Source: an optimization exercise on an open RTL-to-GDS flow (aim: small area and a short achievable clock period). Production flows keep margins and buffers that such runs may drop.
Function was not checked in any run shown here: the RTL went through the layout flow alone.
Power is estimated from default activity; no workload was simulated.

## flow/design.v (module list and top-level ports; edited modules follow where they fit)
// module multiplier: 3669 lines
// module FA: 4 lines
// module FAX: 6 lines
// module FAT: 4 lines
// module MUX2: 3 lines
// module HA: 4 lines
// module HAN: 4 lines
// module OR2: 3 lines
// module FA1: 4 lines
// module MAJ: 3 lines
// module BTWO: 3 lines
// module BSGN: 3 lines
// module PPSEL: 3 lines
// module PPSELN: 3 lines
// module INV: 3 lines
// module NAND2: 3 lines
// module NOR2: 3 lines
// module XOR2: 3 lines
// module XNOR2: 3 lines
// module AOI21: 3 lines
// module OAI21: 3 lines
// module CPA: 1076 lines
module multiplier (
    input clk,
    input rst,
    input start,
    input [31:0] A,
    input [31:0] B,
    input [7:0] Physical_address_in,
    input [31:0] PC_in,
    output [63:0] Product,
    output reg done,
    output reg [7:0] Physical_address_out,
    output reg [31:0] PC_out
);
  // ...
==> flow/flow/run.sh <==
#!/bin/bash
# Layout flow: the standard ORFS flow (standard.sh) with extra ORFS
# settings read from flow/knobs.txt (one VAR=value per line; @FLOW@ stands
# for this flow folder). Its output goes to standard.log.
set -euo pipefail
flowdir="$(pwd)/flow"
knobs=()
while IFS= read -r line; do
  [[ -z "$line" || "$line" == \#* ]] && continue
  knobs+=("${line//@FLOW@/$flowdir}")
done < flow/knobs.txt
bash standard.sh "${knobs[@]}" finish > standard.log 2>&1
==> flow/flow/downsize.tcl <==
# Start the layout from the smallest drive strength of every logic cell that
# synthesis sized up; the flow's timing repair then sizes up what needs it.
set n 0
foreach inst [[ord::get_db_block] getInsts] {
  set m [[$inst getMaster] getName]
  if {![regexp {^(sky130_fd_sc_hd__[a-z0-9]+)_([0-9]+)$} $m -> base size]} { continue }
  if {$size <= 1} { continue }
  if {[string match "*df*" $base] || [string match "*conb*" $base] || [string match "*clk*" $base] || [string match "*maj3*" $base]} { continue }
  set small [get_lib_cells -quiet ${base}_1]
  if {$small == ""} { continue }
  replace_cell [$inst getName] $small
  incr n
}
puts "downsize: $n cells set to drive strength 1"
==> flow/flow/knobs.txt <==
BUFFER_PORTS_ARGS=-buffer_cell sky130_fd_sc_hd__buf_1
PRE_FLOORPLAN_TCL=@FLOW@/downsize.tcl
==> flow/standard.sh <==
#!/bin/bash
# synth_recipe.tcl (not shown) runs the flow's synth.tcl, then flattens the netlist and writes it again
# the make line also repeats each setting of config.mk as NAME=value (left out here)
make -C /OpenROAD-flow-scripts/flow DESIGN_CONFIG=/design/flow/config.mk WORK_HOME=/design/flow/orfs CLKGATE_MAP_FILE= SYNTH_SCRIPT=/design/flow/synth_recipe.tcl "${@:-finish}"
==> flow/config.mk <==
export PLATFORM = sky130hd
export DESIGN_NAME = multiplier
export DESIGN_NICKNAME = multiplier
export VERILOG_FILES = /design/flow/design.v
export SDC_FILE = /design/flow/constraint.sdc
export NUM_CORES = 8
export LEC_CHECK = 0
export CAP_MARGIN = 20
export CORE_MARGIN = 2
export CORE_UTILIZATION = 40
export PLACE_DENSITY = 0.7
export SETUP_SLACK_MARGIN = 0.75
export SLEW_MARGIN = 20
export SYNTH_HIERARCHICAL = 1
export SYNTH_MINIMUM_KEEP_SIZE = 0
==> flow/constraint.sdc <==
create_clock -name core_clock -period 5.0 [get_ports {clk}]
set_input_delay 1.0000 -clock core_clock [delete_from_list [all_inputs] [get_ports {clk}]]
set_output_delay 1.0000 -clock core_clock [all_outputs]
set_load 0.01 [all_outputs]
==> run summary, run 1 <==
GR Layer Usage met2=0.407; Initial Utilization=0.405; path category of the worst min-delay check=in -> reg; register area=about 0.0038 mm^2; iteration-0 DRC count of the detailed router=2647; GR peak layer=met2; Max Root-Sink Buffers=2; vias in the first global route=~24000; clock network share of area=0.0174; setup repair after global routing missed its margin=yes; kind of end point of the critical path=flop; placeable core area=0.0688 mm^2; result of the run=no timing/DRC/antenna violations; diode count=4; final net count=~3700; width of the chip=around 270 um; Chip Height=268 um; Final Util=0.467; Max FO, Critical Path=22; flip-flop count of the largest register, all copies and words added=32; startpoint of the most critical hold path=PC_in[27]; clock buffer instance count of the final layout=20; Crit-path slowest cell=sky130_fd_sc_hd__a21boi_1; Tightest Pin Transition=around 0.76 ns; TritonCTS Buffers=17; clock-pin slew on the worst setup and hold paths=0.08 ns; P_int=about 11000 uW; warnings from Yosys=7
==> inputs of run 2 (changes only) <==
--- a/flow/design.v
+++ b/flow/design.v
@@ -2984,44 +2984,44 @@
   HAN u_21 (.a(pp0_25), .b(pp1_23), .s(s21), .co(c21));
   FA u_22 (.a(ns13), .b(pp0_26), .c(pp1_24), .s(s22), .co(c22));
   HAN u_23 (.a(pp2_22), .b(pp3_20), .s(s23), .co(c23));
   FA u_24 (.a(pp0_27), .b(pp1_25), .c(pp2_23), .s(s24), .co(c24));
   HAN u_25 (.a(pp3_21), .b(pp4_19), .s(s25), .co(c25));
   FA u_26 (.a(ns14), .b(pp0_28), .c(pp1_26), .s(s26), .co(c26));
   FA u_27 (.a(pp2_24), .b(pp3_22), .c(pp4_20), .s(s27), .co(c27));
   HAN u_28 (.a(pp5_18), .b(pp6_16), .s(s28), .co(c28));
-  FAX u_29 (.a(pp0_29), .b(pp1_27), .c(pp2_25), .s(s29), .co(c29));
+  FA u_29 (.a(pp0_29), .b(pp1_27), .c(pp2_25), .s(s29), .co(c29));
   FA u_30 (.a(pp3_23), .b(pp4_21), .c(pp5_19), .s(s30), .co(c30));
   HAN u_31 (.a(pp6_17), .b(pp7_15), .s(s31), .co(c31));
-  FAX u_32 (.a(ns15), .b(pp0_30), .c(pp1_28), .s(s32), .co(c32));
+  FA u_32 (.a(ns15), .b(pp0_30), .c(pp1_28), .s(s32), .co(c32));
   FA u_33 (.a(pp2_26), .b(pp3_24), .c(pp4_22), .s(s33), .co(c33));
   FA u_34 (.a(pp5_20), .b(pp6_18), .c(pp7_16), .s(s34), .co(c34));
   HAN u_35 (.a(pp8_14), .b(pp9_12), .s(s35), .co(c35));
-  FAX u_36 (.a(pp0_31), .b(pp1_29), .c(pp2_27), .s(s36), .co(c36));
-  FAX u_37 (.a(pp3_25), .b(pp4_23), .c(pp5_21), .s(s37), .co(c37));
+  FA u_36 (.a(pp0_31), .b(pp1_29), .c(pp2_27), .s(s36), .co(c36));
+  FA u_37 (.a(pp3_25), .b(pp4_23), .c(pp5_21), .s(s37), .co(c37));
   FA u_38 (.a(pp6_19), .b(pp7_17), .c(pp8_15), .s(s38), .co(c38));
   HAN u_39 (.a(pp9_13), .b(pp10_11), .s(s39), .co(c39));
-  FAX u_40 (.a(pp16_0), .b(pp0_32), .c(pp1_30), .s(s40), .co(c40));
-  FAX u_41 (.a(pp2_28), .b(pp3_26), .c(pp4_24), .s(s41), .co(c41));
-  FAX u_42 (.a(pp5_22), .b(pp6_20), .c(pp7_18), .s(s42), .co(c42));
+  FA u_40 (.a(pp16_0), .b(pp0_32), .c(pp1_30), .s(s40), .co(c40));
+  FA u_41 (.a(pp2_28), .b(pp3_26), .c(pp4_24), .s(s41), .co(c41));
+  FA u_42 (.a(pp5_22), .b(pp6_20), .c(pp7_18), .s(s42), .co(c42));
   FA u_43 (.a(pp8_16), .b(pp9_14), .c(pp10_12), .s(s43), .co(c43));
   HA u_44 (.a(sgn0), .b(pp16_1), .s(s44), .co(c44));
-  FAX u_45 (.a(pp1_31), .b(pp2_29), .c(pp3_27), .s(s45), .co(c45));
+  FA u_45 (.a(pp1_31), .b(pp2_29), .c(pp3_27), .s(s45), .co(c45));
   FA u_46 (.a(pp4_25), .b(pp5_23), .c(pp6_21), .s(s46), .co(c46));
   FA u_47 (.a(pp7_19), .b(pp8_17), .c(pp9_15), .s(s47), .co(c47));
   HAN u_48 (.a(pp10_13), .b(pp11_11), .s(s48), .co(c48));
   HA u_49 (.a(pp16_2), .b(pp1_32), .s(s49), .co(c49));
-  FAX u_50 (.a(pp2_30), .b(pp3_28), .c(pp4_26), .s(s50), .co(c50));
-  FAX u_51 (.a(pp5_24), .b(pp6_22), .c(pp7_20), .s(s51), .co(c51));
+  FA u_50 (.a(pp2_30), .b(pp3_28), .c(pp4_26), .s(s50), .co(c50));
+  FA u_51 (.a(pp5_24), .b(pp6_22), .c(pp7_20), .s(s51), .co(c51));
   FA u_52 (.a(pp8_18), .b(pp9_16), .c(pp10_14), .s(s52), .co(c52));
   HAN u_53 (.a(pp11_12), .b(pp12_10), .s(s53), .co(c53));
-  FAX u_54 (.a(sgn1), .b(pp16_3), .c(pp2_31), .s(s54), .co(c54));
-  FAX u_55 (.a(pp3_29), .b(pp4_27), .c(pp5_25), .s(s55), .co(c55));
-  FAX u_56 (.a(pp6_23), .b(pp7_21), .c(pp8_19), .s(s56), .co(c56));
+  FA u_54 (.a(sgn1), .b(pp16_3), .c(pp2_31), .s(s54), .co(c54));
+  FA u_55 (.a(pp3_29), .b(pp4_27), .c(pp5_25), .s(s55), .co(c55));
+  FA u_56 (.a(pp6_23), .b(pp7_21), .c(pp8_19), .s(s56), .co(c56));
   FA u_57 (.a(pp9_17), .b(pp10_15), .c(pp11_13), .s(s57), .co(c57));
   HA u_58 (.a(pp16_4), .b(pp2_32), .s(s58), .co(c58));
   FA u_59 (.a(pp3_30), .b(pp4_28), .c(pp5_26), .s(s59), .co(c59));
   FA u_60 (.a(pp6_24), .b(pp7_22), .c(pp8_20), .s(s60), .co(c60));
   HAN u_61 (.a(pp9_18), .b(pp10_16), .s(s61), .co(c61));
   FA u_62 (.a(sgn2), .b(pp16_5), .c(pp3_31), .s(s62), .co(c62));
   FA u_63 (.a(pp4_29), .b(pp5_27), .c(pp6_25), .s(s63), .co(c63));
   FA u_64 (.a(pp7_23), .b(pp8_21), .c(pp9_19), .s(s64), .co(c64));
@@ -3069,69 +3069,69 @@
   FA u_105 (.a(pp13_0), .b(c21), .c(s23), .s(s105), .co(c105));
   FA u_106 (.a(pp5_17), .b(pp6_15), .c(pp7_13), .s(s106), .co(c106));
   FA u_107 (.a(pp8_11), .b(pp9_9), .c(pp10_7), .s(s107), .co(c107));
   FA u_108 (.a(pp11_5), .b(pp12_3), .c(pp13_1), .s(s108), .co(c108));
   FA u_109 (.a(c23), .b(s25), .c(c22), .s(s109), .co(c109));
   FA u_110 (.a(pp7_14), .b(pp8_12), .c(pp9_10), .s(s110), .co(c110));
   FA u_111 (.a(pp10_8), .b(pp11_6), .c(pp12_4), .s(s111), .co(c111));
   FA u_112 (.a(pp13_2), .b(pp14_0), .c(c25), .s(s112), .co(c112));
-  FAX u_113 (.a(s28), .b(c24), .c(s26), .s(s113), .co(c113));
+  FA u_113 (.a(s28), .b(c24), .c(s26), .s(s113), .co(c113));
   FA u_114 (.a(pp8_13), .b(pp9_11), .c(pp10_9), .s(s114), .co(c114));
   FA u_115 (.a(pp11_7), .b(pp12_5), .c(pp13_3), .s(s115), .co(c115));
   FA u_116 (.a(pp14_1), .b(c28), .c(s31), .s(s116), .co(c116));
-  FAX u_117 (.a(s29), .b(c26), .c(c27), .s(s117), .co(c117));
+  FA u_117 (.a(c26), .b(c27), .c(s29), .s(s117), .co(c117));
   FA u_118 (.a(pp10_10), .b(pp11_8), .c(pp12_6), .s(s118), .co(c118));
   FA u_119 (.a(pp13_4), .b(pp14_2), .c(pp15_0), .s(s119), .co(c119));
-  FAX u_120 (.a(c31), .b(s35), .c(c29), .s(s120), .co(c120));
-  FAX u_121 (.a(s32), .b(c30), .c(s33), .s(s121), .co(c121));
+  FA u_120 (.a(c31), .b(s35), .c(c29), .s(s120), .co(c120));
+  FAX u_121 (.a(c30), .b(s32), .c(s33), .s(s121), .co(c121));
   FA u_122 (.a(pp11_9), .b(pp12_7), .c(pp13_5), .s(s122), .co(c122));
   FA u_123 (.a(pp14_3), .b(pp15_1), .c(c35), .s(s123), .co(c123));
-  FAX u_124 (.a(s39), .b(c32), .c(c33), .s(s124), .co(c124));
-  FAX u_125 (.a(s36), .b(s37), .c(c34), .s(s125), .co(c125));
+  FA u_124 (.a(s39), .b(c32), .c(c33), .s(s124), .co(c124));
+  FAX u_125 (.a(c34), .b(s36), .c(s37), .s(s125), .co(c125));
   FA u_126 (.a(pp11_10), .b(pp12_8), .c(pp13_6), .s(s126), .co(c126));
   FA u_127 (.a(pp14_4), .b(pp15_2), .c(c39), .s(s127), .co(c127));
-  FAX u_128 (.a(c36), .b(c37), .c(c38), .s(s128), .co(c128));
+  FA u_128 (.a(c36), .b(c37), .c(c38), .s(s128), .co(c128));
   FAX u_129 (.a(s40), .b(s41), .c(s42), .s(s129), .co(c129));
   FA u_130 (.a(pp12_9), .b(pp13_7), .c(s44), .s(s130), .co(c130));
   FA u_131 (.a(pp14_5), .b(pp15_3), .c(s48), .s(s131), .co(c131));
   FAX u_132 (.a(c40), .b(c41), .c(c42), .s(s132), .co(c132));
-  FAX u_133 (.a(s45), .b(c43), .c(s46), .s(s133), .co(c133));
+  FAX u_133 (.a(c43), .b(s45), .c(s46), .s(s133), .co(c133));
   FA u_134 (.a(c44), .b(pp13_8), .c(pp14_6), .s(s134), .co(c134));
-  FAX u_135 (.a(pp15_4), .b(c48), .c(s49), .s(s135), .co(c135));
-  FAX u_136 (.a(s53), .b(c45), .c(c46), .s(s136), .co(c136));
-  FAX u_137 (.a(s50), .b(s51), .c(c47), .s(s137), .co(c137));
+  FA u_135 (.a(pp15_4), .b(c48), .c(s49), .s(s135), .co(c135));
+  FA u_136 (.a(s53), .b(c45), .c(c46), .s(s136), .co(c136));
+  FAX u_137 (.a(c47), .b(s50), .c(s51), .s(s137), .co(c137));
   FA u_138 (.a(pp12_11), .b(pp13_9), .c(pp14_7), .s(s138), .co(c138));
-  FAX u_139 (.a(pp15_5), .b(s54), .c(c53), .s(s139), .co(c139));
-  FA u_140 (.a(c50), .b(c51), .c(c49), .s(s140), .co(c140));
-  FAX u_141 (.a(s55), .b(s56), .c(c52), .s(s141), .co(c141));
+  FA u_139 (.a(pp15_5), .b(c53), .c(s54), .s(s139), .co(c139));
+  FA u_140 (.a(c49), .b(c50), .c(c51), .s(s140), .co(c140));
+  FAX u_141 (.a(c52), .b(s55), .c(s56), .s(s141), .co(c141));
   FA u_142 (.a(pp11_14), .b(pp12_12), .c(pp13_10), .s(s142), .co(c142));
-  FAX u_143 (.a(pp14_8), .b(pp15_6), .c(s58), .s(s143), .co(c143));
-  FA u_144 (.a(s61), .b(c55), .c(c54), .s(s144), .co(c144));
-  FAX u_145 (.a(c56), .b(c57), .c(s59), .s(s145), .co(c145));
+  FA u_143 (.a(pp14_8), .b(pp15_6), .c(s58), .s(s143), .co(c143));
+  FA u_144 (.a(s61), .b(c54), .c(c55), .s(s144), .co(c144));
+  FA u_145 (.a(c56), .b(c57), .c(s59), .s(s145), .co(c145));
   FA u_146 (.a(pp10_17), .b(pp11_15), .c(pp12_13), .s(s146), .co(c146));
   FA u_147 (.a(pp13_11), .b(pp14_9), .c(pp15_7), .s(s147), .co(c147));
-  FAX u_148 (.a(c61), .b(c58), .c(s62), .s(s148), .co(c148));
-  FAX u_149 (.a(c59), .b(c60), .c(s63), .s(s149), .co(c149));
+  FA u_148 (.a(c61), .b(c58), .c(s62), .s(s148), .co(c148));
+  FA u_149 (.a(c59), .b(c60), .c(s63), .s(s149), .co(c149));
   FA u_150 (.a(pp9_20), .b(pp10_18), .c(pp11_16), .s(s150), .co(c150));
   FA u_151 (.a(pp12_14), .b(pp13_12), .c(pp14_10), .s(s151), .co(c151));
-  FAX u_152 (.a(pp15_8), .b(s67), .c(s65), .s(s152), .co(c152));
-  FAX u_153 (.a(c62), .b(c63), .c(c64), .s(s153), .co(c153));
+  FA u_152 (.a(pp15_8), .b(s67), .c(s65), .s(s152), .co(c152));
+  FA u_153 (.a(c62), .b(c63), .c(c64), .s(s153), .co(c153));
   FA u_154 (.a(pp8_23), .b(pp9_21), .c(pp10_19), .s(s154), .co(c154));
   FA u_155 (.a(pp11_17), .b(pp12_15), .c(pp13_13), .s(s155), .co(c155));
-  FAX u_156 (.a(pp14_11), .b(pp15_9), .c(s68), .s(s156), .co(c156));
-  FAX u_157 (.a(c67), .b(c65), .c(c66), .s(s157), .co(c157));
+  FA u_156 (.a(pp14_11), .b(pp15_9), .c(s68), .s(s156), .co(c156));
+  FA u_157 (.a(c67), .b(c65), .c(c66), .s(s157), .co(c157));
   FA u_158 (.a(pp7_26), .b(pp8_24), .c(pp9_22), .s(s158), .co(c158));
   FA u_159 (.a(pp10_20), .b(pp11_18), .c(pp12_16), .s(s159), .co(c159));
   FA u_160 (.a(pp13_14), .b(pp14_12), .c(pp15_10), .s(s160), .co(c160));
-  FAX u_161 (.a(s71), .b(c68), .c(s70), .s(s161), .co(c161));
+  FA u_161 (.a(s71), .b(c68), .c(s70), .s(s161), .co(c161));
   FA u_162 (.a(pp6_29), .b(pp7_27), .c(pp8_25), .s(s162), .co(c162));
   FA u_163 (.a(pp9_23), .b(pp10_21), .c(pp11_19), .s(s163), .co(c163));
   FA u_164 (.a(pp12_17), .b(pp13_15), .c(pp14_13), .s(s164), .co(c164));
-  FAX u_165 (.a(pp15_11), .b(c71), .c(s72), .s(s165), .co(c165));
+  FA u_165 (.a(pp15_11), .b(c71), .c(s72), .s(s165), .co(c165));
   FA u_166 (.a(s73), .b(pp5_32), .c(pp6_30), .s(s166), .co(c166));
   FA u_167 (.a(pp7_28), .b(pp8_26), .c(pp9_24), .s(s167), .co(c167));
   FA u_168 (.a(pp10_22), .b(pp11_20), .c(pp12_18), .s(s168), .co(c168));
   FA u_169 (.a(pp13_16), .b(pp14_14), .c(pp15_12), .s(s169), .co(c169));
   FA u_170 (.a(sgn5), .b(pp16_11), .c(c73), .s(s170), .co(c170));
   FA u_171 (.a(pp6_31), .b(pp7_29), .c(pp8_27), .s(s171), .co(c171));
   FA u_172 (.a(pp9_25), .b(pp10_23), .c(pp11_21), .s(s172), .co(c172));
   FA u_173 (.a(pp12_19), .b(pp13_17), .c(pp14_15), .s(s173), .co(c173));
@@ -3200,53 +3200,53 @@
   FA u_235 (.a(c102), .b(c103), .c(c104), .s(s235), .co(c235));
   FA u_236 (.a(s106), .b(s107), .c(s108), .s(s236), .co(c236));
   FAX u_237 (.a(s24), .b(c105), .c(s109), .s(s237), .co(c237));
   FA u_238 (.a(c106), .b(c107), .c(c108), .s(s238), .co(c238));
   FA u_239 (.a(s110), .b(s111), .c(s27), .s(s239), .co(c239));
   FAX u_240 (.a(s112), .b(c109), .c(s113), .s(s240), .co(c240));
   FA u_241 (.a(c110), .b(c111), .c(s114), .s(s241), .co(c241));
   FA u_242 (.a(s115), .b(s30), .c(c112), .s(s242), .co(c242));
-  FAX u_243 (.a(s116), .b(s117), .c(c113), .s(s243), .co(c243));
+  FAX u_243 (.a(s116), .b(c113), .c(s117), .s(s243), .co(c243));
   FA u_244 (.a(c114), .b(c115), .c(s118), .s(s244), .co(c244));
   FA u_245 (.a(s119), .b(s34), .c(c116), .s(s245), .co(c245));
   FAX u_246 (.a(s120), .b(c117), .c(s121), .s(s246), .co(c246));
   FA u_247 (.a(c118), .b(c119), .c(s122), .s(s247), .co(c247));
-  FAX u_248 (.a(s38), .b(c120), .c(s123), .s(s248), .co(c248));
-  FAX u_249 (.a(s124), .b(s125), .c(c121), .s(s249), .co(c249));
+  FAX u_248 (.a(s38), .b(s123), .c(c120), .s(s248), .co(c248));
+  FAX u_249 (.a(c121), .b(s125), .c(s124), .s(s249), .co(c249));
   FA u_250 (.a(c122), .b(s126), .c(s43), .s(s250), .co(c250));
   FAX u_251 (.a(c123), .b(s127), .c(c124), .s(s251), .co(c251));
-  FAX u_252 (.a(s128), .b(c125), .c(s129), .s(s252), .co(c252));
+  FAX u_252 (.a(c125), .b(s129), .c(s128), .s(s252), .co(c252));
   FA u_253 (.a(c126), .b(s130), .c(s47), .s(s253), .co(c253));
-  FAX u_254 (.a(c127), .b(c128), .c(s131), .s(s254), .co(c254));
+  FAX u_254 (.a(c127), .b(s131), .c(c128), .s(s254), .co(c254));
   FAX u_255 (.a(s132), .b(c129), .c(s133), .s(s255), .co(c255));
   FA u_256 (.a(c130), .b(s134), .c(s52), .s(s256), .co(c256));
-  FAX u_257 (.a(c132), .b(s135), .c(c131), .s(s257), .co(c257));
-  FAX u_258 (.a(s136), .b(s137), .c(c133), .s(s258), .co(c258));
+  FAX u_257 (.a(c131), .b(c132), .c(s135), .s(s257), .co(c257));
+  FAX u_258 (.a(c133), .b(s137), .c(s136), .s(s258), .co(c258));
   FA u_259 (.a(c134), .b(s138), .c(s57), .s(s259), .co(c259));
-  FAX u_260 (.a(s139), .b(c136), .c(c135), .s(s260), .co(c260));
+  FAX u_260 (.a(c136), .b(c135), .c(s139), .s(s260), .co(c260));
   FAX u_261 (.a(c137), .b(s141), .c(s140), .s(s261), .co(c261));
   FA u_262 (.a(c138), .b(s142), .c(s60), .s(s262), .co(c262));
-  FAX u_263 (.a(s143), .b(c139), .c(c140), .s(s263), .co(c263));
-  FAX u_264 (.a(c141), .b(s145), .c(s144), .s(s264), .co(c264));
+  FAX u_263 (.a(c140), .b(c139), .c(s143), .s(s263), .co(c263));
+  FAX u_264 (.a(c141), .b(s144), .c(s145), .s(s264), .co(c264));
   FA u_265 (.a(c142), .b(s146), .c(s147), .s(s265), .co(c265));
   FAX u_266 (.a(s64), .b(c143), .c(s148), .s(s266), .co(c266));
-  FAX u_267 (.a(c144), .b(s149), .c(c145), .s(s267), .co(c267));
+  FAX u_267 (.a(c144), .b(c145), .c(s149), .s(s267), .co(c267));
   FA u_268 (.a(c146), .b(c147), .c(s150), .s(s268), .co(c268));
   FAX u_269 (.a(s151), .b(s66), .c(s152), .s(s269), .co(c269));
-  FAX u_270 (.a(c148), .b(s153), .c(c149), .s(s270), .co(c270));
+  FAX u_270 (.a(c148), .b(c149), .c(s153), .s(s270), .co(c270));
   FA u_271 (.a(c150), .b(c151), .c(s154), .s(s271), .co(c271));
   FAX u_272 (.a(s155), .b(s69), .c(s156), .s(s272), .co(c272));
   FAX u_273 (.a(c153), .b(c152), .c(s157), .s(s273), .co(c273));
   FA u_274 (.a(c154), .b(c155), .c(c69), .s(s274), .co(c274));
   FA u_275 (.a(s158), .b(s159), .c(s160), .s(s275), .co(c275));
   FAX u_276 (.a(c157), .b(c156), .c(s161), .s(s276), .co(c276));
   FA u_277 (.a(c158), .b(c159), .c(c160), .s(s277), .co(c277));
   FA u_278 (.a(c70), .b(s162), .c(s163), .s(s278), .co(c278));
-  FAX u_279 (.a(s164), .b(s165), .c(c161), .s(s279), .co(c279));
+  FAX u_279 (.a(s164), .b(c161), .c(s165), .s(s279), .co(c279));
   FA u_280 (.a(c162), .b(c163), .c(c164), .s(s280), .co(c280));
   FA u_281 (.a(c72), .b(s166), .c(s167), .s(s281), .co(c281));
   FA u_282 (.a(s168), .b(s169), .c(c165), .s(s282), .co(c282));
   FA u_283 (.a(pp15_13), .b(s170), .c(c166), .s(s283), .co(c283));
   FA u_284 (.a(c167), .b(c168), .c(c169), .s(s284), .co(c284));
   FA u_285 (.a(s171), .b(s172), .c(s173), .s(s285), .co(c285));
   FA u_286 (.a(pp15_14), .b(c170), .c(s174), .s(s286), .co(c286));
   FA u_287 (.a(s177), .b(c171), .c(c172), .s(s287), .co(c287));
@@ -3310,61 +3310,61 @@
   FA u_344 (.a(s212), .b(c210), .c(s213), .s(s344), .co(c344));
   FA u_345 (.a(c211), .b(s214), .c(c212), .s(s345), .co(c345));
   FA u_346 (.a(s215), .b(c213), .c(s216), .s(s346), .co(c346));
   FA u_347 (.a(c214), .b(s217), .c(c215), .s(s347), .co(c347));
   FA u_348 (.a(s218), .b(c216), .c(s219), .s(s348), .co(c348));
   FA u_349 (.a(c217), .b(s220), .c(c218), .s(s349), .co(c349));
   FA u_350 (.a(c219), .b(s221), .c(s222), .s(s350), .co(c350));
   FA u_351 (.a(c220), .b(s223), .c(c221), .s(s351), .co(c351));
-  FAX u_352 (.a(c222), .b(s224), .c(s225), .s(s352), .co(c352));
-  FAX u_353 (.a(c223), .b(c224), .c(s226), .s(s353), .co(c353));
-  FAX u_354 (.a(c225), .b(s227), .c(s228), .s(s354), .co(c354));
+  FA u_352 (.a(c222), .b(s224), .c(s225), .s(s352), .co(c352));
+  FA u_353 (.a(c223), .b(c224), .c(s226), .s(s353), .co(c353));
+  FA u_354 (.a(c225), .b(s227), .c(s228), .s(s354), .co(c354));
   FA u_355 (.a(c226), .b(c227), .c(c228), .s(s355), .co(c355));
   FA u_356 (.a(s229), .b(s230), .c(s231), .s(s356), .co(c356));
   FA u_357 (.a(c229), .b(c230), .c(s232), .s(s357), .co(c357));
-  FAX u_358 (.a(s233), .b(c231), .c(s234), .s(s358), .co(c358));
+  FA u_358 (.a(s233), .b(c231), .c(s234), .s(s358), .co(c358));
   FA u_359 (.a(c232), .b(c233), .c(s235), .s(s359), .co(c359));
   FAX u_360 (.a(s236), .b(s237), .c(c234), .s(s360), .co(c360));
   FA u_361 (.a(c235), .b(c236), .c(s238), .s(s361), .co(c361));
   FAX u_362 (.a(s239), .b(s240), .c(c237), .s(s362), .co(c362));
   FA u_363 (.a(c238), .b(c239), .c(s241), .s(s363), .co(c363));
-  FAX u_364 (.a(s242), .b(c240), .c(s243), .s(s364), .co(c364));
+  FAX u_364 (.a(s242), .b(s243), .c(c240), .s(s364), .co(c364));
   FAX u_365 (.a(c241), .b(s244), .c(s245), .s(s365), .co(c365));
   FAX u_366 (.a(c242), .b(s246), .c(c243), .s(s366), .co(c366));
   FAX u_367 (.a(c244), .b(s247), .c(s248), .s(s367), .co(c367));
   FAX u_368 (.a(c245), .b(c246), .c(s249), .s(s368), .co(c368));
   FAX u_369 (.a(c247), .b(s250), .c(s251), .s(s369), .co(c369));
-  FAX u_370 (.a(c248), .b(s252), .c(c249), .s(s370), .co(c370));
+  FAX u_370 (.a(c248), .b(c249), .c(s252), .s(s370), .co(c370));
   FAX u_371 (.a(c250), .b(s253), .c(s254), .s(s371), .co(c371));
-  FAX u_372 (.a(c251), .b(c252), .c(s255), .s(s372), .co(c372));
-  FAX u_373 (.a(c253), .b(s256), .c(c254), .s(s373), .co(c373));
+  FAX u_372 (.a(c251), .b(s255), .c(c252), .s(s372), .co(c372));
+  FA u_373 (.a(c253), .b(s256), .c(c254), .s(s373), .co(c373));
   FAX u_374 (.a(s257), .b(c255), .c(s258), .s(s374), .co(c374));
-  FAX u_375 (.a(c256), .b(c257), .c(s259), .s(s375), .co(c375));
+  FAX u_375 (.a(c256), .b(s259), .c(c257), .s(s375), .co(c375));
   FAX u_376 (.a(s260), .b(c258), .c(s261), .s(s376), .co(c376));
-  FAX u_377 (.a(c259), .b(s263), .c(s262), .s(s377), .co(c377));
+  FAX u_377 (.a(c259), .b(s262), .c(s263), .s(s377), .co(c377));
   FAX u_378 (.a(c260), .b(c261), .c(s264), .s(s378), .co(c378));
-  FAX u_379 (.a(s266), .b(c262), .c(s265), .s(s379), .co(c379));
-  FAX u_380 (.a(c263), .b(c264), .c(s267), .s(s380), .co(c380));
-  FAX u_381 (.a(s269), .b(c265), .c(s268), .s(s381), .co(c381));
-  FAX u_382 (.a(c266), .b(c267), .c(s270), .s(s382), .co(c382));
-  FAX u_383 (.a(c268), .b(s272), .c(s271), .s(s383), .co(c383));
-  FAX u_384 (.a(c269), .b(c270), .c(s273), .s(s384), .co(c384));
+  FAX u_379 (.a(c262), .b(s265), .c(s266), .s(s379), .co(c379));
+  FAX u_380 (.a(c263), .b(s267), .c(c264), .s(s380), .co(c380));
+  FAX u_381 (.a(c265), .b(s268), .c(s269), .s(s381), .co(c381));
+  FAX u_382 (.a(c266), .b(s270), .c(c267), .s(s382), .co(c382));
+  FAX u_383 (.a(c268), .b(s271), .c(s272), .s(s383), .co(c383));
+  FAX u_384 (.a(c269), .b(s273), .c(c270), .s(s384), .co(c384));
   FAX u_385 (.a(c271), .b(s274), .c(c272), .s(s385), .co(c385));
   FAX u_386 (.a(s275), .b(c273), .c(s276), .s(s386), .co(c386));
   FA u_387 (.a(c274), .b(c275), .c(s277), .s(s387), .co(c387));
-  FA u_388 (.a(s278), .b(s279), .c(c276), .s(s388), .co(c388));
+  FA u_388 (.a(s278), .b(c276), .c(s279), .s(s388), .co(c388));
   FA u_389 (.a(c277), .b(c278), .c(s280), .s(s389), .co(c389));
   FAX u_390 (.a(s281), .b(c279), .c(s282), .s(s390), .co(c390));
   FA u_391 (.a(c280), .b(s283), .c(c281), .s(s391), .co(c391));
   FAX u_392 (.a(s284), .b(s285), .c(c282), .s(s392), .co(c392));
   FA u_393 (.a(c283), .b(c284), .c(s286), .s(s393), .co(c393));
   FA u_394 (.a(c285), .b(s287), .c(s288), .s(s394), .co(c394));
   FA u_395 (.a(c287), .b(c286), .c(s289), .s(s395), .co(c395));
-  FAX u_396 (.a(s290), .b(c288), .c(s291), .s(s396), .co(c396));
+  FA u_396 (.a(s290), .b(c288), .c(s291), .s(s396), .co(c396));
   FA u_397 (.a(s292), .b(c290), .c(c289), .s(s397), .co(c397));
   FA u_398 (.a(s293), .b(c291), .c(s294), .s(s398), .co(c398));
   FA u_399 (.a(c292), .b(s295), .c(s296), .s(s399), .co(c399));
   FA u_400 (.a(c293), .b(c294), .c(s297), .s(s400), .co(c400));
   FA u_401 (.a(c295), .b(s298), .c(s299), .s(s401), .co(c401));
   FA u_402 (.a(c296), .b(c297), .c(s300), .s(s402), .co(c402));
   FA u_403 (.a(c298), .b(s301), .c(s302), .s(s403), .co(c403));
   FA u_404 (.a(c300), .b(c299), .c(s303), .s(s404), .co(c404));
@@ -3399,48 +3399,48 @@
   FA u_432 (.a(c325), .b(s327), .c(s328), .s(s432), .co(c432));
   FA u_433 (.a(c327), .b(s329), .c(c328), .s(s433), .co(c433));
   FA u_434 (.a(c329), .b(s331), .c(c330), .s(s434), .co(c434));
   FA u_435 (.a(c331), .b(s333), .c(c332), .s(s435), .co(c435));
   FA u_436 (.a(c333), .b(s335), .c(c334), .s(s436), .co(c436));
   FA u_437 (.a(c335), .b(c336), .c(s337), .s(s437), .co(c437));
   FA u_438 (.a(c337), .b(s339), .c(c338), .s(s438), .co(c438));
   FA u_439 (.a(c339), .b(s341), .c(c340), .s(s439), .co(c439));
-  FAX u_440 (.a(c341), .b(s343), .c(c342), .s(s440), .co(c440));
-  FAX u_441 (.a(c343), .b(s345), .c(c344), .s(s441), .co(c441));
-  FAX u_442 (.a(c345), .b(s347), .c(c346), .s(s442), .co(c442));
-  FAX u_443 (.a(c347), .b(s349), .c(c348), .s(s443), .co(c443));
-  FAX u_444 (.a(c349), .b(s351), .c(c350), .s(s444), .co(c444));
-  FAX u_445 (.a(c351), .b(s353), .c(c352), .s(s445), .co(c445));
+  FA u_440 (.a(c341), .b(s343), .c(c342), .s(s440), .co(c440));
+  FA u_441 (.a(c343), .b(s345), .c(c344), .s(s441), .co(c441));
+  FA u_442 (.a(c345), .b(s347), .c(c346), .s(s442), .co(c442));
+  FA u_443 (.a(c347), .b(s349), .c(c348), .s(s443), .co(c443));
+  FA u_444 (.a(c349), .b(s351), .c(c350), .s(s444), .co(c444));
+  FA u_445 (.a(c351), .b(s353), .c(c352), .s(s445), .co(c445));
   FAX u_446 (.a(c353), .b(c354), .c(s355), .s(s446), .co(c446));
   FAX u_447 (.a(c355), .b(s357), .c(c356), .s(s447), .co(c447));
   FAX u_448 (.a(c357), .b(s359), .c(c358), .s(s448), .co(c448));
   FAX u_449 (.a(c359), .b(s361), .c(c360), .s(s449), .co(c449));
   FAX u_450 (.a(c361), .b(s363), .c(c362), .s(s450), .co(c450));
   FAX u_451 (.a(c363), .b(s365), .c(c364), .s(s451), .co(c451));
   FAX u_452 (.a(s367), .b(c365), .c(c366), .s(s452), .co(c452));
   FAX u_453 (.a(c367), .b(s369), .c(c368), .s(s453), .co(c453));
   FAX u_454 (.a(c369), .b(s371), .c(c370), .s(s454), .co(c454));
-  FAX u_455 (.a(s373), .b(c372), .c(c371), .s(s455), .co(c455));
-  FAX u_456 (.a(c373), .b(s375), .c(c374), .s(s456), .co(c456));
-  FAX u_457 (.a(c375), .b(s377), .c(c376), .s(s457), .co(c457));
+  FAX u_455 (.a(c371), .b(c372), .c(s373), .s(s455), .co(c455));
+  FAX u_456 (.a(s375), .b(c373), .c(c374), .s(s456), .co(c456));
+  FAX u_457 (.a(s377), .b(c375), .c(c376), .s(s457), .co(c457));
   FAX u_458 (.a(s379), .b(c377), .c(c378), .s(s458), .co(c458));
   FAX u_459 (.a(s381), .b(c379), .c(c380), .s(s459), .co(c459));
   FAX u_460 (.a(s383), .b(c381), .c(c382), .s(s460), .co(c460));
   FAX u_461 (.a(c383), .b(s385), .c(c384), .s(s461), .co(c461));
-  FAX u_462 (.a(c385), .b(s387), .c(c386), .s(s462), .co(c462));
+  FAX u_462 (.a(s387), .b(c385), .c(c386), .s(s462), .co(c462));
   FAX u_463 (.a(c387), .b(s389), .c(s390), .s(s463), .co(c463));
   FAX u_464 (.a(c389), .b(s391), .c(s392), .s(s464), .co(c464));
-  FAX u_465 (.a(c391), .b(s393), .c(s394), .s(s465), .co(c465));
-  FAX u_466 (.a(c393), .b(s395), .c(c394), .s(s466), .co(c466));
-  FAX u_467 (.a(c395), .b(s397), .c(c396), .s(s467), .co(c467));
-  FAX u_468 (.a(c397), .b(c398), .c(s399), .s(s468), .co(c468));
-  FAX u_469 (.a(c399), .b(c400), .c(s401), .s(s469), .co(c469));
-  FAX u_470 (.a(s403), .b(c401), .c(s404), .s(s470), .co(c470));
-  FAX u_471 (.a(c403), .b(s405), .c(s406), .s(s471), .co(c471));
+  FA u_465 (.a(c391), .b(s393), .c(s394), .s(s465), .co(c465));
+  FA u_466 (.a(c393), .b(s395), .c(c394), .s(s466), .co(c466));
+  FA u_467 (.a(c395), .b(s397), .c(c396), .s(s467), .co(c467));
+  FA u_468 (.a(c397), .b(c398), .c(s399), .s(s468), .co(c468));
+  FA u_469 (.a(c399), .b(c400), .c(s401), .s(s469), .co(c469));
+  FA u_470 (.a(s403), .b(c401), .c(s404), .s(s470), .co(c470));
+  FA u_471 (.a(c403), .b(s405), .c(s406), .s(s471), .co(c471));
   FA u_472 (.a(c405), .b(s407), .c(s408), .s(s472), .co(c472));
   FA u_473 (.a(c407), .b(s409), .c(s410), .s(s473), .co(c473));
   FA u_474 (.a(c409), .b(c410), .c(s411), .s(s474), .co(c474));
   FA u_475 (.a(c411), .b(c412), .c(s413), .s(s475), .co(c475));
   FA u_476 (.a(s415), .b(c413), .c(s416), .s(s476), .co(c476));
   FA u_477 (.a(c415), .b(s417), .c(s418), .s(s477), .co(c477));
   FA u_478 (.a(s419), .b(c417), .c(s420), .s(s478), .co(c478));
   FA u_479 (.a(c419), .b(s422), .c(s421), .s(s479), .co(c479));
@@ -3462,21 +3462,21 @@
   FA u_494 (.a(s330), .b(c432), .c(s433), .s(s494), .co(c494));
   FA u_495 (.a(s332), .b(c433), .c(s434), .s(s495), .co(c495));
   FA u_496 (.a(s334), .b(c434), .c(s435), .s(s496), .co(c496));
   FA u_497 (.a(s336), .b(c435), .c(s436), .s(s497), .co(c497));
   FA u_498 (.a(s338), .b(c436), .c(s437), .s(s498), .co(c498));
   FA u_499 (.a(s340), .b(c437), .c(s438), .s(s499), .co(c499));
   FA u_500 (.a(s342), .b(c438), .c(s439), .s(s500), .co(c500));
   FAX u_501 (.a(s344), .b(c439), .c(s440), .s(s501), .co(c501));
-  FAX u_502 (.a(s346), .b(s441), .c(c440), .s(s502), .co(c502));
-  FAX u_503 (.a(s348), .b(s442), .c(c441), .s(s503), .co(c503));
-  FAX u_504 (.a(s350), .b(s443), .c(c442), .s(s504), .co(c504));
-  FAX u_505 (.a(s352), .b(s444), .c(c443), .s(s505), .co(c505));
-  FAX u_506 (.a(s354), .b(s445), .c(c444), .s(s506), .co(c506));
+  FAX u_502 (.a(s346), .b(c440), .c(s441), .s(s502), .co(c502));
+  FAX u_503 (.a(s348), .b(c441), .c(s442), .s(s503), .co(c503));
+  FAX u_504 (.a(s350), .b(c442), .c(s443), .s(s504), .co(c504));
+  FAX u_505 (.a(s352), .b(c443), .c(s444), .s(s505), .co(c505));
+  FAX u_506 (.a(s354), .b(c444), .c(s445), .s(s506), .co(c506));
   FAX u_507 (.a(s356), .b(c445), .c(s446), .s(s507), .co(c507));
   FAT u_508 (.a(r26_0), .b(r26_1), .c(r26_2), .s(s508), .co(c508));
   FAT u_509 (.a(r27_0), .b(r27_1), .c(r27_2), .s(s509), .co(c509));
   FAT u_510 (.a(r28_0), .b(r28_1), .c(r28_2), .s(s510), .co(c510));
   FAT u_511 (.a(r29_0), .b(r29_1), .c(r29_2), .s(s511), .co(c511));
   FAT u_512 (.a(r30_0), .b(r30_1), .c(r30_2), .s(s512), .co(c512));
   FAT u_513 (.a(r31_0), .b(r31_1), .c(r31_2), .s(s513), .co(c513));
   FAT u_514 (.a(r32_0), .b(r32_1), .c(r32_2), .s(s514), .co(c514));
@@ -3488,22 +3488,22 @@
   FAT u_520 (.a(r38_0), .b(r38_1), .c(r38_2), .s(s520), .co(c520));
   FAT u_521 (.a(r39_0), .b(r39_1), .c(r39_2), .s(s521), .co(c521));
   FAT u_522 (.a(r40_0), .b(r40_1), .c(r40_2), .s(s522), .co(c522));
   FAT u_523 (.a(r41_0), .b(r41_1), .c(r41_2), .s(s523), .co(c523));
   FAT u_524 (.a(r42_0), .b(r42_1), .c(r42_2), .s(s524), .co(c524));
   FAT u_525 (.a(r43_0), .b(r43_1), .c(r43_2), .s(s525), .co(c525));
   FAT u_526 (.a(r44_0), .b(r44_1), .c(r44_2), .s(s526), .co(c526));
   FAT u_527 (.a(r45_0), .b(r45_1), .c(r45_2), .s(s527), .co(c527));
-  FAX u_528 (.a(s398), .b(s467), .c(c466), .s(s528), .co(c528));
+  FAX u_528 (.a(s398), .b(c466), .c(s467), .s(s528), .co(c528));
   FAX u_529 (.a(s400), .b(c467), .c(s468), .s(s529), .co(c529));
   FAX u_530 (.a(s402), .b(c468), .c(s469), .s(s530), .co(c530));
   FAX u_531 (.a(c402), .b(c469), .c(s470), .s(s531), .co(c531));
-  FAX u_532 (.a(c404), .b(s471), .c(c470), .s(s532), .co(c532));
-  FAX u_533 (.a(c406), .b(c471), .c(s472), .s(s533), .co(c533));
+  FAX u_532 (.a(c404), .b(c470), .c(s471), .s(s532), .co(c532));
+  FAX u_533 (.a(c406), .b(s472), .c(c471), .s(s533), .co(c533));
   FA u_534 (.a(c408), .b(s473), .c(c472), .s(s534), .co(c534));
   FA u_535 (.a(s412), .b(c473), .c(s474), .s(s535), .co(c535));
   FA u_536 (.a(s414), .b(c474), .c(s475), .s(s536), .co(c536));
   FA u_537 (.a(c414), .b(c475), .c(s476), .s(s537), .co(c537));
   FA u_538 (.a(c416), .b(c476), .c(s477), .s(s538), .co(c538));
   FA u_539 (.a(c418), .b(s478), .c(c477), .s(s539), .co(c539));
   FA u_540 (.a(c420), .b(c478), .c(s479), .s(s540), .co(c540));
   FA u_541 (.a(c421), .b(c479), .c(s480), .s(s541), .co(c541));
==> run summary, run 2 <==
result of the run=no timing/DRC/antenna violations; Crit-path slowest cell=sky130_fd_sc_hd__fa_1; TritonCTS Buffers=17 (unchanged); pins over their slew limit=0; overall track demand over capacity in global routing=0.251; register area=0.00376 mm^2 (about the same); Clock power frac=0.064; WS Path Type=in -> reg; total vias in the final route=approximately 24000; maximum clock frequency=241 MHz; placeable core area=0.0682 mm^2 (-0.87%); DRC viols=0; Filler Cells Inserted=about 6500; highest-count cells in the layout ignoring fill and taps=sky130_fd_sc_hd__xor2_1, sky130_fd_sc_hd__a22oi_1, sky130_fd_sc_hd__fa_1, sky130_fd_sc_hd__buf_1, sky130_fd_sc_hd__dfxtp_1; path category of the worst min-delay check=in -> reg; aggregate negative setup slack=0 ns; power dissipated by switching net loads=11800 uW; clock sink total=188; Chip Height=266 um (-0.78%); Tcrit/Tclk final=0.828; Tightest Pin Transition=0.792 ns (+0.0356 ns); clock-pin slew on the worst setup and hold paths=0.09 ns (about the same); Max Root-Sink Buffers=2 (unchanged); WP data required=roughly 5.4 ns; most common cell after layout, fill and taps aside=sky130_fd_sc_hd__xor2_1; Max FO, Critical Path=34 (+55%); worst path setup slack after routing=approximately 0.86 ns; warnings from Yosys=7 (unchanged); biggest registers after layout=PC_out (32), Physical_address_out (8); startpoint type of the worst setup path=primary input; Sw Ratio=0.526; critical path's largest stage delay=roughly 0.54 ns; residual antenna-violating net count after detailed routing=0; cell count after synthesis=between 2000 and 3000; cell leakage power=~0.012 uW; CTS Root Cell=sky130_fd_sc_hd__clkbuf_16; Slew HR=0.472; area used by multi-input combinational logic=around 0.024 mm^2; P_int=10700 uW (-2.2%); post-detailed-route wirelength per cell=21.8 um; share of total power in sequential cells=0.121; number of buffers inserted for hold repair after clock tree synthesis=0; Arrival @ worst endpoint=4.56 ns; wire length of the first global-routing pass=136 mm; total congestion overflow after global routing=0; Final Hold Fails=0; CTS H-Tree Depth=4; fraction of power consumed by combinational cells=0.815; width of the chip=266 um (-0.78%); kind of end point of the critical path=flop; die footprint=0.0707 mm^2; final weighted congestion of routability-driven global placement=0.949; max-cap viol count=0; count of boundary I/O pins=around 210; num rows=96; Initial Utilization=0.402 (-0.00285); chain of cells forming the critical path=clkbuf_2, buf_4, xor2_1, a22oi_1, fa_1, maj3_2, xor2_1, xor2_1, maj3_2, xor2_1, xor2_1, xor2_1; post-placement worst setup slack=0.308 ns; vias per cell=a little under 6; iteration-0 DRC count of the detailed router=2616 (-1.2%); flip-flop count of the largest register, all copies and words added=32 (unchanged); power per unit of standard cell area=around 700 mW/mm^2; Pre-antenna DRT Iters=8; layout cells sized above 1=0.117; vias in the first global route=23494 (-1.4%); TritonCTS clock tree=built; final net count=3659 (-0.95%); crit path time final=4.14 ns; HPWL after detailed placement=71.9 mm; largest net degree at the start of global routing=46; Final setup viols=0; number of input and output port buffers inserted=roughly 210; setup repair after global routing missed its margin=yes; initial antenna violation count=8; largest reg by FF count=PC_out; maximum resistive drop on vdd=0.518 mV; cell seen most often among critical-path stages=sky130_fd_sc_hd__xor2_1; Detailed Route WL=just under 90 mm
run 2: cell count changes in the layout (fill, tap and decap cells not counted), sizes merged:
cell      delta
maj3        -50
xor2       -100
clkinv       -3
inv          +8
diode        +2
clkinvlp     -3
fa          +50
clkbuf       -5
buf         +18
run 2: final timing paths:
kind              cells past startpoint  slack (ns)         to     start
setup / recovery                     12        0.86      r34_1     B[11]
hold / removal                        1        0.58  PC_out[0]  PC_in[0]
run 2: power by group through the flow:
stage | clock (uW) | sequential, uW | combinational, uW
floorplan | 0 | 2690 | 12900
global placement | 0 | 2740 | 17400
detailed placement | 0 | 2760 | 17800
CTS | 1480 | 2730 | 18100
global route | 1540 | 2800 | 20300
finish | 1430 | 2730 | 18300
run 2: metrics by stage:
step	instances	utilization	total power, uW	area, um^2	hold WS [ns]
6_report	4082	0.466	22500	31800	0.576
5_1_grt	4080	0.466	24600	31800	0.534
4_1_cts	4074	0.463	22400	31600	0.525
3_5_place_dp	4041	0.452	20500	30800	1.09
3_3_place_gp	4041	0.452	20200	30800	1.09
2_1_floorplan	2776	-	15600	27500	1.03
run 2: layout make-up:
class                           count  area share
Tap cell                          882      0.0347
Multi-Input combinational cell   2511       0.748
Sequential cell                   188       0.118
Inverter                           73     0.00861
Antenna cell                        6    0.000472
Timing Repair Buffer              390      0.0709
Clock inverter                     14     0.00547
Clock buffer                       18      0.0135
run 2: repair_timing:
item | CTS | global route
resized for setup | 28 | 31
endpoints found under the setup margin | 48 | 38
setup buffers | 1 | 2
pin swaps | 2 | 9
run 2: routing by layer:
layer | wire length (um) | GRT usage | vias up
met3 | 7780 | 0.0515 | 219
met2 | 41300 | 0.404 | 1137
met5 | 50 | 0 | -
li1 | - | - | 10583
met4 | 3770 | 0.113 | 8
met1 | 36000 | 0.324 | 11597
run 2: worst max-delay path: cells and delay by family:
kind            cells  cell delay [ns]
fa+ha+maj           3             1.18
xor+xnor            6             1.37
buf+inv             2             0.79
compound gates      1             0.18
==> inputs of run 3 (changes only) <==
--- a/flow/config.mk
+++ b/flow/config.mk
@@ -11,3 +11,3 @@
 export PLACE_DENSITY = 0.7
-export SETUP_SLACK_MARGIN = 0.75
+export SETUP_SLACK_MARGIN = 0.65
 export SLEW_MARGIN = 20
==> run summary, run 3 <==
flip-flop count of the largest register, all copies and words added=32 (unchanged); kind of end point of the critical path=output port; highest-count cells in the layout ignoring fill and taps=sky130_fd_sc_hd__xor2_1, sky130_fd_sc_hd__a22oi_1, sky130_fd_sc_hd__fa_1, sky130_fd_sc_hd__buf_1, sky130_fd_sc_hd__dfxtp_1; Clock power frac=0.064 (about the same); CTS Root Cell=sky130_fd_sc_hd__clkbuf_16; post-detailed-route wirelength per cell=21.8 um (-0.13%); number of input and output port buffers inserted=211 (unchanged); Max FO, Critical Path=8 (-76%); chain of cells forming the critical path=mux2_1, xor2_2, nand2_1, nor2_2, nand2_1, o21ai_4, buf_4, a21oi_1, o21ai_1, xor2_1, buf_1; wire length of the first global-routing pass=136 mm (-0.57%); maximum resistive drop on vdd=0.452 mV (-13%); layout cells sized above 1=0.104 (-0.0135); cell count after synthesis=2769 (unchanged); largest reg by FF count=PC_out; worst hold margin=0.568 ns (-0.00880 ns); clock-pin slew on the worst setup and hold paths=0.09 ns (about the same); Pre-antenna DRT Iters=7 (-1); width of the chip=266 um (unchanged); Crit-path slowest cell=sky130_fd_sc_hd__mux2_1; HPWL after detailed placement=71.3 mm (-0.71%); Slew HR=0.499 (+0.0268); cell leakage power=0.0118 uW (-1.0%); Filler Cells Inserted=6525 (+0.52%); Final Hold Fails=0 (unchanged); final weighted congestion of routability-driven global placement=0.954 (+0.53%); biggest registers after layout=PC_out (32), Physical_address_out (8); power dissipated by switching net loads=11500 uW (-2.6%); cell seen most often among critical-path stages=sky130_fd_sc_hd__nand2_1; largest net degree at the start of global routing=37 (-20%); Detailed Route WL=88.6 mm (-0.38%); WP data required=4.00 ns (-1.42 ns); number of buffers inserted for hold repair after clock tree synthesis=0 (unchanged); Initial Utilization=0.402 (unchanged); iteration-0 DRC count of the detailed router=2549 (-2.6%); Max Root-Sink Buffers=2 (unchanged); vias per cell=5.78 (+0.14%); critical path's largest stage delay=0.40 ns (-0.14 ns); vias in the first global route=23509 (+0.064%); num rows=96 (unchanged); placeable core area=0.0682 mm^2 (unchanged); total vias in the final route=23520 (-0.10%); max-cap viol count=0 (unchanged); setup repair after global routing missed its margin=no; DRC viols=0 (unchanged); clock sink total=188 (unchanged); WS Path Type=reg -> out; P_int=10400 uW (-2.2%); maximum clock frequency=240 MHz (-0.39%); die footprint=0.0707 mm^2 (unchanged); Final setup viols=0 (unchanged); count of boundary I/O pins=212 (unchanged); TritonCTS clock tree=built; Arrival @ worst endpoint=3.16 ns (-1.40 ns); startpoint type of the worst setup path=flop; aggregate negative setup slack=0 ns (unchanged); Sw Ratio=0.525 (-0.00104); path category of the worst min-delay check=in -> reg; total congestion overflow after global routing=0 (unchanged); CTS H-Tree Depth=4 (unchanged); Tightest Pin Transition=0.752 ns (-0.0402 ns); initial antenna violation count=8 (unchanged); share of total power in sequential cells=0.124 (+0.003); final net count=3652 (-0.19%); post-CTS setup buffer count=0 (-1); overall track demand over capacity in global routing=0.250 (-0.000390); fraction of power consumed by combinational cells=0.812 (-0.003); warnings from Yosys=7 (unchanged); pins over their slew limit=0 (unchanged); power per unit of standard cell area=699 mW/mm^2 (-1.2%); result of the run=no timing/DRC/antenna violations; residual antenna-violating net count after detailed routing=0 (unchanged); Tcrit/Tclk final=0.832 (+0.00325); TritonCTS Buffers=17 (unchanged); number of cells traversed by the worst hold path=1 (unchanged); most common cell after layout, fill and taps aside=sky130_fd_sc_hd__xor2_1; Chip Height=266 um (unchanged); crit path time final=4.16 ns (+0.0163 ns)
-- run 3: metrics by stage --
stage | total power, uW | cell area [um^2] | std cells | setup slack [ns] | util
after floorplan | 15500 | 27500 | 2776 | 0.706 | -
after global placement | 20200 | 30700 | 4037 | 0.418 | 0.450
after detailed placement | 20400 | 30700 | 4037 | 0.413 | 0.450
after CTS | 22000 | 31300 | 4069 | 0.656 | 0.459
after global routing | 24100 | 31400 | 4072 | 0.653 | 0.461
final | 22000 | 31400 | 4072 | 0.841 | 0.461
-- run 3: repair_timing --
action,CTS,global route
setup endpoints to repair,31,26
gates resized for setup,12,15
pin swaps,0,1
-- run 3: final cells by class --
type	count	area [um^2]	area share
clock inverters	15	148	0.00470
inverters	73	274	0.00872
clock buffers	17	425	0.0135
repair buffers	383	2170	0.0692
flip-flops and latches	188	3760	0.120
multi-input cells	2511	23500	0.749
diodes	3	7.51	0.000239
well taps	882	1100	0.0351
-- run 3: final timing paths --
kind / start / end / slack, ns
max: r39_1 / Product[49] / 0.84
min: PC_in[12] / PC_out[12] / 0.57
-- run 3: critical path: cells and delay by family, from the launching register on --
kind	cells	cell delay [ns]
XOR/XNOR	2	0.42
AO/OA/AOI/OAI	3	0.41
multiplexers	1	0.40
flip-flops	1	0.36
buffers and inverters	2	0.44
AND/OR/NAND/NOR	3	0.60
-- run 3: metal layers --
| metal | track usage | wire, um |
|---|---|---|
| met1 | 0.322 | 36500 |
| met2 | 0.406 | 41000 |
| met3 | 0.0549 | 7800 |
| met4 | 0.106 | 3210 |
| met5 | 0 | 69 |
-- run 3: power by group through the flow --
stage	Clock (uW)	Sequential, uW	Combinational, uW
4_1_cts	1450	2730	17900
3_3_place_gp	0	2740	17400
5_1_grt	1500	2800	19800
6_report	1400	2720	17800
2_1_floorplan	0	2690	12900
3_5_place_dp	0	2760	17700
==> inputs of run 4 (changes only) <==
--- a/flow/config.mk
+++ b/flow/config.mk
@@ -11,3 +11,3 @@
 export PLACE_DENSITY = 0.7
-export SETUP_SLACK_MARGIN = 0.65
+export SETUP_SLACK_MARGIN = 0.5
 export SLEW_MARGIN = 20
==> run summary, run 4 <==
total congestion overflow after global routing=0 (unchanged); iteration-0 DRC count of the detailed router=2528 (-0.82%); count of buffer and inverter cells on the critical path=3 (+1); result of the run=no timing/DRC/antenna violations; final weighted congestion of routability-driven global placement=0.954 (unchanged); post-placement worst setup slack=0.413 ns (unchanged); TritonCTS clock tree=built; Max FO, Critical Path=8 (unchanged); overall power=21800 uW (-0.68%); DRC viols=0 (unchanged); highest-count cells in the layout ignoring fill and taps=sky130_fd_sc_hd__xor2_1, sky130_fd_sc_hd__a22oi_1, sky130_fd_sc_hd__fa_1, sky130_fd_sc_hd__buf_1, sky130_fd_sc_hd__dfxtp_1; maximum resistive drop on vdd=0.451 mV (-0.24%); Final Hold Fails=0 (unchanged); Crit-path slowest cell=sky130_fd_sc_hd__mux2_1; CTS Root Cell=sky130_fd_sc_hd__clkbuf_16; path category of the worst min-delay check=in -> reg; largest net degree at the start of global routing=37 (unchanged); chain of cells forming the critical path=mux2_1, xor2_1, a21oi_1, o21ai_2, a21oi_1, buf_4, o21ai_4, buf_4, a21oi_1, o21ai_1, xor2_1, buf_1; die footprint=0.0707 mm^2 (unchanged); Pre-antenna DRT Iters=6 (-1); clock-pin slew on the worst setup and hold paths=0.09 ns (about the same); family of cells with the greatest summed delay on the critical path=compound AO/OA/AOI/OAI gates; TritonCTS Buffers=17 (unchanged); final net count=3652 (unchanged); max-cap viol count=0 (unchanged); critical path's largest stage delay=0.37 ns (-0.03 ns); kind of end point of the critical path=output port; layout cells sized above 1=0.100 (-0.00345); largest reg by FF count=PC_out; width of the chip=266 um (unchanged); flip-flop count of the largest register, all copies and words added=32 (unchanged); overall track demand over capacity in global routing=0.250 (about the same); num rows=96 (unchanged); Initial Utilization=0.402 (unchanged); residual antenna-violating net count after detailed routing=0 (unchanged); clock sink total=188 (unchanged); cell leakage power=0.0117 uW (-0.13%); CTS H-Tree Depth=4 (unchanged); most common cell after layout, fill and taps aside=sky130_fd_sc_hd__xor2_1; pins over their slew limit=0 (unchanged); Max Root-Sink Buffers=2 (unchanged); Detailed Route WL=88.7 mm (about the same); Tcrit/Tclk final=0.855 (+0.0228); cell seen most often among critical-path stages=sky130_fd_sc_hd__a21oi_1; Chip Height=266 um (unchanged); vias in the first global route=23486 (-0.098%); worst path setup slack after routing=0.727 ns (-0.114 ns); maximum clock frequency=234 MHz (-2.7%); wire length of the first global-routing pass=136 mm (about the same); WS Path Type=reg -> out; WP data required=4.00 ns (about the same); Tightest Pin Transition=0.754 ns (+0.00142 ns); initial antenna violation count=8 (unchanged); warnings from Yosys=7 (unchanged); number of input and output port buffers inserted=211 (unchanged); Final setup viols=0 (unchanged); HPWL after detailed placement=71.3 mm (unchanged); placeable core area=0.0682 mm^2 (unchanged); vias per cell=5.80 (+0.41%); total vias in the final route=23617 (+0.41%); power per unit of standard cell area=696 mW/mm^2 (-0.41%); post-detailed-route wirelength per cell=21.8 um (about the same); setup repair after global routing missed its margin=no; startpoint type of the worst setup path=flop; cell count after synthesis=2769 (unchanged); count of boundary I/O pins=212 (unchanged); Arrival @ worst endpoint=3.27 ns (+0.11 ns); Slew HR=0.498 (-0.000949); number of buffers inserted for hold repair after clock tree synthesis=0 (unchanged); aggregate negative setup slack=0 ns (unchanged); crit path time final=4.27 ns (+0.114 ns); biggest registers after layout=PC_out (32), Physical_address_out (8)
==> run 4: cell type report <==
type,instances,area (um^2)
sequential,188,3760
multi-input combinational,2511,23500
clock buffer,17,425
inverter,73,274
fill,6529,36900
tap,882,1100
timing repair buffer,383,2170
clock inverter,15,148
antenna,3,7.51
==> run 4: worst paths after layout <==
path,start,endpoint,slack (ns),cells past startpoint
setup / recovery,r32_1,Product[49],0.73,12
hold / removal,PC_in[12],PC_out[12],0.57,1
==> run 4: timing repair <==
item | 4_1_cts | 5_1_grt
setup endpoints to repair | 21 | 18
pin swaps | 0 | 0
resized for setup | 5 | 7
gates cloned | 0 | 0
setup buffers | 0 | 0
==> run 4: power by group <==
group	switching [uW]	internal, uW	total [uW]	leakage, uW
clock	737	663	1400	0.000283
combinational	10300	7330	17700	0.00987
sequential	346	2380	2720	0.00158
==> run 4: through the flow <==
| step | instance area [um^2] | instances | hold WS (ns) | util |
|---|---|---|---|---|
| detailed placement | 30700 | 4037 | 1.09 | 0.450 |
| global route | 31300 | 4072 | 0.546 | 0.459 |
| floorplan | 27500 | 2776 | 1.03 | - |
| CTS | 31300 | 4069 | 0.522 | 0.459 |
| global placement | 30700 | 4037 | 1.09 | 0.450 |
| finish | 31300 | 4072 | 0.567 | 0.459 |
==> run 4: per-layer routing <==
| layer | wire length [um] | up-vias | global-route usage |
|---|---|---|---|
| met2 | 40900 | 1189 | 0.406 |
| met4 | 3310 | 10 | 0.106 |
| met5 | 69 | - | 0 |
| met3 | 7930 | 231 | 0.0549 |
| li1 | - | 10573 | - |
| met1 | 36400 | 11614 | 0.322 |

-- re-timing with driven ports --
No port has a modelled driver above. Below, the same layouts with a new extraction and two added sets of constraints.
Step 1 assumes that a clkbuf_16 drives the clock port and a buf_2 every other input.
Step 2 also shifts input and output timing later by t, the mid clock arrival at the registers, as if the neighbouring blocks saw the same clock.
Three values: no drivers, after step 1, after step 2; two values: the first two.
run | t, ns | setup slack, ns | latest minus earliest clock arrival (ns) | worst data-port slew with drivers (ns) | cell pins on the clock port's net
run 1 | 0.560 | 0.893 / 0.852 / 0.340 | 0.020 / 0.020 | 0.13 | 1
run 2 | 0.554 | 0.858 / 0.806 / 0.251 | 0.029 / 0.029 | 0.14 | 1
run 3 | 0.571 | 0.841 / 0.778 / 0.329 | 0.034 / 0.033 | 0.12 | 1
run 4 | 0.573 | 0.727 / 0.662 / 0.338 | 0.034 / 0.034 | 0.12 | 1
After both steps every run listed still meets setup and hold. The setup slack of run 2, which loses most, moves by -0.052 ns with the drivers and by -0.607 ns with both steps.
